From an optimization exercise on the open Yosys and OpenROAD flow, aimed at small area, a short achievable clock period and few clock cycles; shortcuts taken in it are not production practice.
Function was checked by simulation only, so behaviour that the tests miss may differ from the original.
No activity file was given, so power comes from the tool's default toggle rates.

[config.mk]
export PLATFORM = sky130hd
export DESIGN_NAME = gpu_block
export DESIGN_NICKNAME = gpu_block
export VERILOG_FILES = /design/flow/design.v
export SDC_FILE = /design/flow/constraint.sdc
export NUM_CORES = 4
export LEC_CHECK = 0
export CAP_MARGIN = 20
export CORE_MARGIN = 2
export CORE_UTILIZATION = 40
export PLACE_DENSITY = 0.6
export SLEW_MARGIN = 20
[design.v]
module gpu_block (
    input  wire         clk,
    input  wire         rst,
    input  wire         read_frame,
    input  wire         pixel_done,
    input  wire [2:0]   control_in,
    input  wire [7:0]   num_vertices_in,
    input  wire [23:0]  color_in,
    input  wire [767:0] vertices_in,
    output wire         computation_done,
    output wire         pixel_ready,
    output wire [23:0]  data_in,
    output wire [19:0]  address_in
);
    localparam S_IDLE  = 4'd0,
               S_START = 4'd1,
               S_VTX   = 4'd2,
               S_L1    = 4'd3,
               S_L2    = 4'd4,
               S_L3    = 4'd5,
               S_L4    = 4'd6,
               S_STEP  = 4'd7,
               S_FSTEP = 4'd8,
               S_FIN   = 4'd9;
    reg [3:0] state;
    reg [175:0] vxs, vys;      
    reg [127:0] vcs;           
    reg [1:0]   v0c_hi;        
    reg         v1c_hi;        
    reg [23:0]  color;
    reg [2:0]   ctl;
    reg [4:0]   nv;
    integer k;
    always @(posedge clk) begin
        if (state == S_IDLE) begin
            for (k = 0; k < 16; k = k + 1) begin
                vcs[8*k +: 8]  <= vertices_in[752-48*k +: 8];
                vxs[11*k +: 11] <= vertices_in[736-48*k +: 11];
                vys[11*k +: 11] <= vertices_in[720-48*k +: 11];
            end
            v0c_hi <= vertices_in[761:760];
            v1c_hi <= vertices_in[712];
            color  <= color_in;
            ctl    <= control_in;
            nv     <= num_vertices_in[4:0];
        end
    end
    wire        lmode      = (ctl == 3'b001);
    wire        first_only = (ctl == 3'b011) || (ctl == 3'b100);
    wire [9:0]  f_xi = {v0c_hi, vcs[7:0]};
    wire [8:0]  f_yi = vxs[8:0];
    wire [9:0]  f_w  = vys[9:0];
    wire [8:0]  f_h  = {v1c_hi, vcs[15:8]};
    reg  [4:0]  i;             
    reg  [7:0]  rem;           
    reg  [2:0]  jreg;          
    reg  [10:0] x1, y1;        
    wire [3:0]  sel  = (state == S_VTX) ? i[3:0] : {1'b0, jreg};
    wire [10:0] sx   = vxs[11*sel +: 11];
    wire [10:0] sy   = vys[11*sel +: 11];
    wire [7:0]  sc   = vcs[8*sel +: 8];
    wire [7:0]  jmask;
    genvar g;
    generate
        for (g = 0; g < 8; g = g + 1) begin : g_jm
            assign jmask[g] = (nv > g);
        end
    endgenerate
    function [2:0] lowbit;
        input [7:0] m;
        begin
            casez (m)
                8'b???????1: lowbit = 3'd0;
                8'b??????10: lowbit = 3'd1;
                8'b?????100: lowbit = 3'd2;
                8'b????1000: lowbit = 3'd3;
                8'b???10000: lowbit = 3'd4;
                8'b??100000: lowbit = 3'd5;
                8'b?1000000: lowbit = 3'd6;
                default:     lowbit = 3'd7;
            endcase
        end
    endfunction
    wire [7:0]  vtx_m    = sc & jmask;
    wire [7:0]  rem_next = rem & ~(8'd1 << jreg);
    wire [4:0]  i_inc    = i + 5'd1;
    wire        last_i   = (i_inc == nv);
    reg  signed [11:0] lx, ly;     
    reg  signed [11:0] u;          
    reg  [10:0] k1;                
    reg  signed [11:0] k2;         
    reg  [10:0] r;                 
    reg  [10:0] tdx, tdy;          
    reg         negx, negy, zx, zy;
    reg         sm, s, minc, cand;
    wire signed [11:0] ddx = {1'b0, lx[10:0]} - {1'b0, x1};
    wire signed [11:0] ddy = {1'b0, ly[10:0]} - {1'b0, y1};
    wire [11:0] adx = ddx[11] ? -ddx : ddx;
    wire [11:0] ady = ddy[11] ? -ddy : ddy;
    wire        is_small  = (tdx >= tdy);
    wire        pos    = !zx && !zy && (negx == negy);
    wire [10:0] xmin   = negx ? lx[10:0] : x1;
    wire [10:0] xmax   = negx ? x1 : lx[10:0];
    wire [10:0] ymin   = negy ? ly[10:0] : y1;
    wire [10:0] ymax   = negy ? y1 : ly[10:0];
    wire [10:0] dmaj   = sm ? tdx : tdy;
    wire        c      = !u[11];
    reg  [9:0]  fx;
    reg  [8:0]  fy;
    wire [9:0]  fx1    = fx + 10'd1;
    wire        fvalid = (fx <= 10'd720) && (fy <= 9'd480);
    wire        lvalid = !lx[11] && !ly[11] && (lx <= 12'sd720) && (ly <= 12'sd480);
    wire        fterm  = cand && fvalid && (first_only || (fy == f_h));
    reg         out_valid;
    reg  [17:0] out_addr;
    wire        adv = !out_valid || pixel_done;
    wire [9:0]  ax = lmode ? lx[9:0] : fx;
    wire [8:0]  ay = lmode ? ly[8:0] : fy;
    wire [12:0] ahi = {ay, 4'b0} - {4'b0, ay} + {8'b0, ax[9:5]};
    wire [17:0] addr_calc = {ahi, ax[4:0]};
    always @(posedge clk or posedge rst) begin
        if (rst) begin
            out_valid <= 1'b0;
        end else if (adv) begin
            out_valid <= cand && (((state == S_STEP) && lvalid) ||
                                  ((state == S_FSTEP) && fvalid));
        end
    end
    always @(posedge clk) begin
        if (adv) out_addr <= addr_calc;
    end
    always @(posedge clk or posedge rst) begin
        if (rst) begin
            state <= S_IDLE;
            cand  <= 1'b0;
            fx    <= 10'd0;
            fy    <= 9'd0;
        end else begin
            case (state)
                S_IDLE: if (read_frame) state <= S_START;
                S_START: begin
                    cand <= 1'b0;
                    if (lmode) begin
                        state <= (nv == 5'd0) ? S_FIN : S_VTX;
                    end else begin
                        if (ctl != 3'b100) begin
                            fx <= f_xi;
                            fy <= f_yi;
                        end
                        state <= S_FSTEP;
                    end
                end
                S_VTX: begin
                    if (vtx_m != 8'd0)  state <= S_L1;
                    else if (last_i)    state <= S_FIN;
                end
                S_L1: state <= S_L2;
                S_L2: state <= S_L3;
                S_L3: state <= S_L4;
                S_L4: state <= S_STEP;
                S_STEP: if (adv) begin
                    if (r != 11'd0) begin
                        cand <= 1'b1;
                    end else begin
                        cand <= 1'b0;
                        if (rem != 8'd0)  state <= S_L1;
                        else if (last_i)  state <= S_FIN;
                        else              state <= S_VTX;
                    end
                end
                S_FSTEP: if (adv) begin
                    if (fterm) begin
                        state <= S_FIN;
                    end else begin
                        cand <= 1'b1;
                        if (fx1 == f_w) begin
                            fx <= 10'd0;
                            fy <= fy + 9'd1;
                        end else begin
                            fx <= fx1;
                        end
                    end
                end
                S_FIN: if (adv) state <= S_IDLE;
                default: state <= S_IDLE;
            endcase
        end
    end
    always @(posedge clk) begin
        case (state)
            S_START: i <= 5'd0;
            S_VTX: begin
                x1   <= sx;
                y1   <= sy;
                rem  <= vtx_m;
                jreg <= lowbit(vtx_m);
                if (vtx_m == 8'd0) i <= i_inc;
            end
            S_L1: begin
                lx   <= {1'b0, sx};
                ly   <= {1'b0, sy};
                rem  <= rem_next;
                jreg <= lowbit(rem_next);
            end
            S_L2: begin
                tdx  <= adx[10:0];
                tdy  <= ady[10:0];
                negx <= ddx[11];
                negy <= ddy[11];
                zx   <= (ddx == 12'sd0);
                zy   <= (ddy == 12'sd0);
            end
            S_L3: begin
                sm   <= is_small;
                s    <= pos;
                minc <= is_small ? (tdx != 11'd0) : (tdy != 11'd0);
                k1   <= is_small ? tdy : tdx;
                k2   <= is_small ? ({1'b0, tdy} - {1'b0, tdx}) : ({1'b0, tdx} - {1'b0, tdy});
                r    <= is_small ? ((tdx == 11'd0) ? 11'd1 : tdx) : tdy;
                lx   <= {1'b0, (is_small || pos) ? xmin : xmax};
                ly   <= {1'b0, (!is_small || pos) ? ymin : ymax};
            end
            S_L4: begin
                u    <= {1'b0, k1} - {2'b0, dmaj[10:1]} - {11'b0, dmaj[0]};
            end
            S_STEP: if (adv && (r != 11'd0)) begin
                r <= r - 11'd1;
                u <= u + (c ? k2 : {1'b0, k1});
                if (sm) begin
                    if (minc) lx <= lx + 12'sd1;
                    if (c)    ly <= s ? ly + 12'sd1 : ly - 12'sd1;
                end else begin
                    if (minc) ly <= ly + 12'sd1;
                    if (c)    lx <= s ? lx + 12'sd1 : lx - 12'sd1;
                end
            end
            S_FIN: ;
            default: ;
        endcase
        if (state == S_STEP && adv && r == 11'd0) begin
            if (rem == 8'd0 && !last_i) i <= i_inc;
        end
    end
    assign computation_done = (state == S_IDLE);
    assign pixel_ready      = out_valid;
    assign data_in          = color;
    assign address_in       = {2'b00, out_addr};
endmodule
[run.sh]
#!/bin/bash
# synth_recipe.tcl (not shown) runs the flow's synth.tcl, then flattens the netlist and writes it again
# the make line also repeats each setting of config.mk as NAME=value (left out here)
make -C /OpenROAD-flow-scripts/flow DESIGN_CONFIG=/design/flow/config.mk WORK_HOME=/design/flow/orfs CLKGATE_MAP_FILE= SYNTH_SCRIPT=/design/flow/synth_recipe.tcl finish
[constraint.sdc]
create_clock -name core_clock -period 9.5 [get_ports {clk}]
set_input_delay 1.9000 -clock core_clock [delete_from_list [all_inputs] [get_ports {clk}]]
set_output_delay 1.9000 -clock core_clock [all_outputs]
set_load 0.01 [all_outputs]
==> metrics.md <==
| Metric | Value |
|---|---|
| WP buf/inv | 3 |
| Distinct cells, synth | 74 |
| Hold buffer count at CTS | 0 |
| Drt wl/cell | about 24 um |
| Pwr Density | 344 nW/um2 |
| Fin cells | 4612 |
| Register area share after synthesis | 61.9% |
| Die Y | 293 um |
| Clk slew on worst S/H paths | ~0.060 ns |
| FF+latch count, synth | 695 |
| Area growth from synthesis to layout | 28.2% |
| Logic pwr share | 42.2% |
| Worst Setup Slack, final | 4.20 ns |
| Largest net degree at the start of global routing | 155 |
| Final #Nets | 4363 |
| Element type at the critical path end | flip-flop |
| Initial DRC count | 2397 |
| Fin Clk Skew | 0.0428 ns |
| Worst slack at placement | 4.07 ns |
| Post-synth EDFFs | 665 |
| CP Cell Sequence | buf_4 -> nor4b_4 -> buf_4 -> mux2i_4 -> buf_4 -> nor2_2 -> a32oi_1 -> a31oi_1 -> nor2_1 -> o21ai_0 -> nand4_2 -> nand2_1 -> a21bo_1 |
| RSZ-0062 raised after global routing | false |
| Final WL | roughly 110000 um |
| Lkg Pwr | roughly 16 nW |
| Critical Path Stages | 13 |
| Average size of a mapped cell | 11.5 um2 |
| Core box area | between 80000 and 90000 um2 |
| CTS tree | built |
| Kind of critical path | flip-flop to flip-flop |
| CP delay by family, top | buffers and inverters |
| Post-CTS setup buffers | 0 |
| Std-Cell Rows | 106 |
| Switch Pwr | approximately 5.9 mW |
| First-pass GRT wire length | 160000 um |
| Synth Warn # | 1 |
| Final setup fails | 0 |
| CP dominant cell by count | buf_4 |
| Hold path depth | 1 |
| Slew HR | ~30% |
| Initial antenna violation count | 48 |
| Worst-path fanout max | 57 |
| Tcrit/Tclk final | 55.8% |
| Vias/cell | 5.36 |
| Reg2Reg Depth | 13 |
| Ys flop type | edfxtp_1 |
| Area of the die | 85900 um2 |
| Fillers | 7297 |
| Layout cell share with drive strength beyond 1 | under 10% |
| Max Fclk | 189 MHz |
| Yosys top cell by area | edfxtp_1 |
| Required time of the critical path | 10.02 ns |
| Critical Path Max Stage Delay | ~0.8 ns |
| Netlist Area Pre-Place | 33400 um2 |
| Total CTS buffers | between 70 and 80 |
| Drt drc | 0 |
| Placed cells | 4439 |
| Antenna Violating Nets Remaining | 0 |
| Slowest stage cell, crit path | mux2i_4 |
| Worst EP arrival | about 5.8 ns |
| Sink Count | slightly below 700 |
| VDD IR max | 262 uV |
| Grt ovf | 0 |
| Clock Root Buffer | clkbuf_16 |
| Status | finished clean |
| Slew Viols, Final | 0 |
| Total design power | 14.8 mW |
| GP Congestion | between 0.8 and 0.9 |
| Fin util | 51.5% |
| # port buffers | 562 |
| Initial Utilization | 40.2% |
| Hold Crit Class | flip-flop to flip-flop |
| Routed vias | about 25000 |
| Clk buf depth | 3 |
| Clock latency (worst-skew pair) | about 0.67 ns |
| Max-cap violations | 0 |
| Ys async rst share | 3.60% |
| Minimum clock period | 5.30 ns |
| Yosys top cell area share | 59.7% |
| Post-Synthesis Cells | 2910 |
| Chip Width | ~300 um |
| Clk network pwr share | around a fifth |
| Post_cts resized | 0 |
| Worst slew pin tran | just over 1 ns |
| GR Util All Layers | 25.7% |
| Net Sw Frac | 39.9% |
| Share of power burned in registers | 37.4% |
| Largest cells by area after synthesis | edfxtp_1 60%, nand2_1 6.6%, ha_1 4.0% |
| # H-tree levels | 3 |
| Vias in the first global route | roughly 24000 |
| Pint | 8.87 mW |
| I/O pin count | 853 |
| Pre-Repair DR Iteration Count | 5 |
| Startpoint Class | flip-flop |
| HPWL Detailed | approximately 84000 um |
| Final Hold Fails | 0 |
| TNS Setup | 0 ns |
==> metal layers <==
metal / GRT usage [%] / wire length (um) / up-vias
met3: 6.34 / 9660 / 195
met4: 8.81 / 3560 / 32
li1: - / - / 11600
met2: 40.2 / 51500 / 914
met5: 0 / 207 / -
met1: 34.9 / 47000 / 11900
==> area by class of cell <==
| cell class | instances | area (um2) | area share (%) |
|---|---|---|---|
| clock buffer | 105 | 2090 | 4.89 |
| sequential | 695 | 20700 | 48.3 |
| tap | 1080 | 1350 | 3.15 |
| inverter | 140 | 526 | 1.23 |
| multi-input combinational | 1929 | 11700 | 27.3 |
| antenna | 29 | 72.6 | 0.169 |
| clock inverter | 39 | 468 | 1.09 |
| timing repair buffer | 595 | 5920 | 13.8 |
==> power groups by stage <==
stage	clock network, mW	registers (mW)	logic [mW]
floorplan	0	5.68	4.23
CTS	3.07	5.49	6.28
global route	3.18	5.60	6.92
detailed placement	0	5.54	6.25
global placement	0	5.53	6.19
finish	3.02	5.51	6.23
==> metrics by stage <==
step           hold WS (ns)  instance area (um2)
2_1_floorplan         0.485                33400
3_5_place_dp          0.559                40200
6_report              0.568                42800
5_1_grt               0.579                42800
3_3_place_gp          0.548                40200
4_1_cts               0.564                42800
==> Yosys cell counts, types with 17 or more instances <==
| cell type | n |
|---|---|
| inv_1 | 139 |
| ha_1 | 107 |
| buf_1 | 17 |
| mux2i_1 | 63 |
| mux2_2 | 24 |
| a311oi_1 | 46 |
| nor3_1 | 41 |
| a31oi_1 | 47 |
| nand2_1 | 590 |
| nor2_1 | 121 |
| xnor2_1 | 80 |
| and3_1 | 38 |
| o21ai_0 | 131 |
| xor2_1 | 45 |
| nand4_1 | 20 |
| nand2b_1 | 26 |
| a21oi_1 | 92 |
| dfrtp_1 | 25 |
| nand3_1 | 231 |
| clkbuf_1 | 108 |
| edfxtp_1 | 665 |
| or3_1 | 18 |
==> state kept, by name (all words and copies together) (netlist names), 5 cells and up <==
signal    cells
out_addr     18
nv            5
fx           10
lx           12
vys         176
tdy          11
u            12
k1           11
i             5
tdx          11
vxs         176
rem           8
k2           12
y1           11
x1           11
vcs         128
color        24
fy            9
ly           12
r            11
==> kinds of logic after synthesis <==
group	share of synthesized area [%]
and+or+nand+nor	15.6
DFF	61.9
AOI/OAI and AO/OA	8.32
buffers and inverters	3.36
xor gates and xnor gates	3.28
adders and majority gates	4.54
muxes	3.01
other	0.0112
==> worst paths after layout <==
check / from / end / slack, ns
worst max-delay path: state[1] / i[1] / 4.20
worst min-delay path: zx / s / 0.57
worst max register to register: state[1] / i[1] / 4.20
worst min register to register: zx / s / 0.57
max in group asynchronous: rst / fy[2] / 7.43
min in group asynchronous: rst / out_valid / 1.57
==> worst register-to-register path, delay by kind of cell (launching register included) <==
family | cells | cell delay (ns)
buffers and inverters | 3 | 1.72
and+or+nand+nor | 5 | 1.38
AOI/OAI and AO/OA | 4 | 0.95
muxes | 1 | 0.83
DFF | 1 | 0.34
==> placed cells by master (no fill, tap or decap), types with 40 or more instances in the layout <==
cell type          n
edfxtp_1         665
nand2_1          588
clkdlybuf4s50_1  562
nand3_1          231
inv_1            139
o21ai_0          131
nor2_1           119
ha_1             107
a21oi_1           91
xnor2_1           80
clkbuf_16         79
mux2i_1           61
a31oi_1           47
a311oi_1          46
xor2_1            45
nor3_1            40
Testbench counts, summed over its fixed seeds: cycles 148,238.

## separate check: timing with driven ports
The flow's constraints put no driver on any port. The routed layout listed below was extracted and timed again, unchanged, in two steps. Step 1 assumes that a clkbuf_16 drives the clock port and a buf_2 every other input. Step 2 moves the port delays by t, midway between the first and last clock arrival at a register: inputs arrive t later, outputs are due t later. That takes back most of the time a late clock gives input paths. a / b / c = ideal ports / drivers / drivers and shift; a / b = the first two.
t (ns): 0.714
setup slack, ns: 4.197 / 4.197 / 4.197
worst setup path at the end: register to register
slew at the worst register clock pin (ns): 0.06 / 0.06
After both steps setup and hold are still met in this run. The setup slack of this run moves by 0.000 ns with the drivers and by 0.000 ns with both steps.
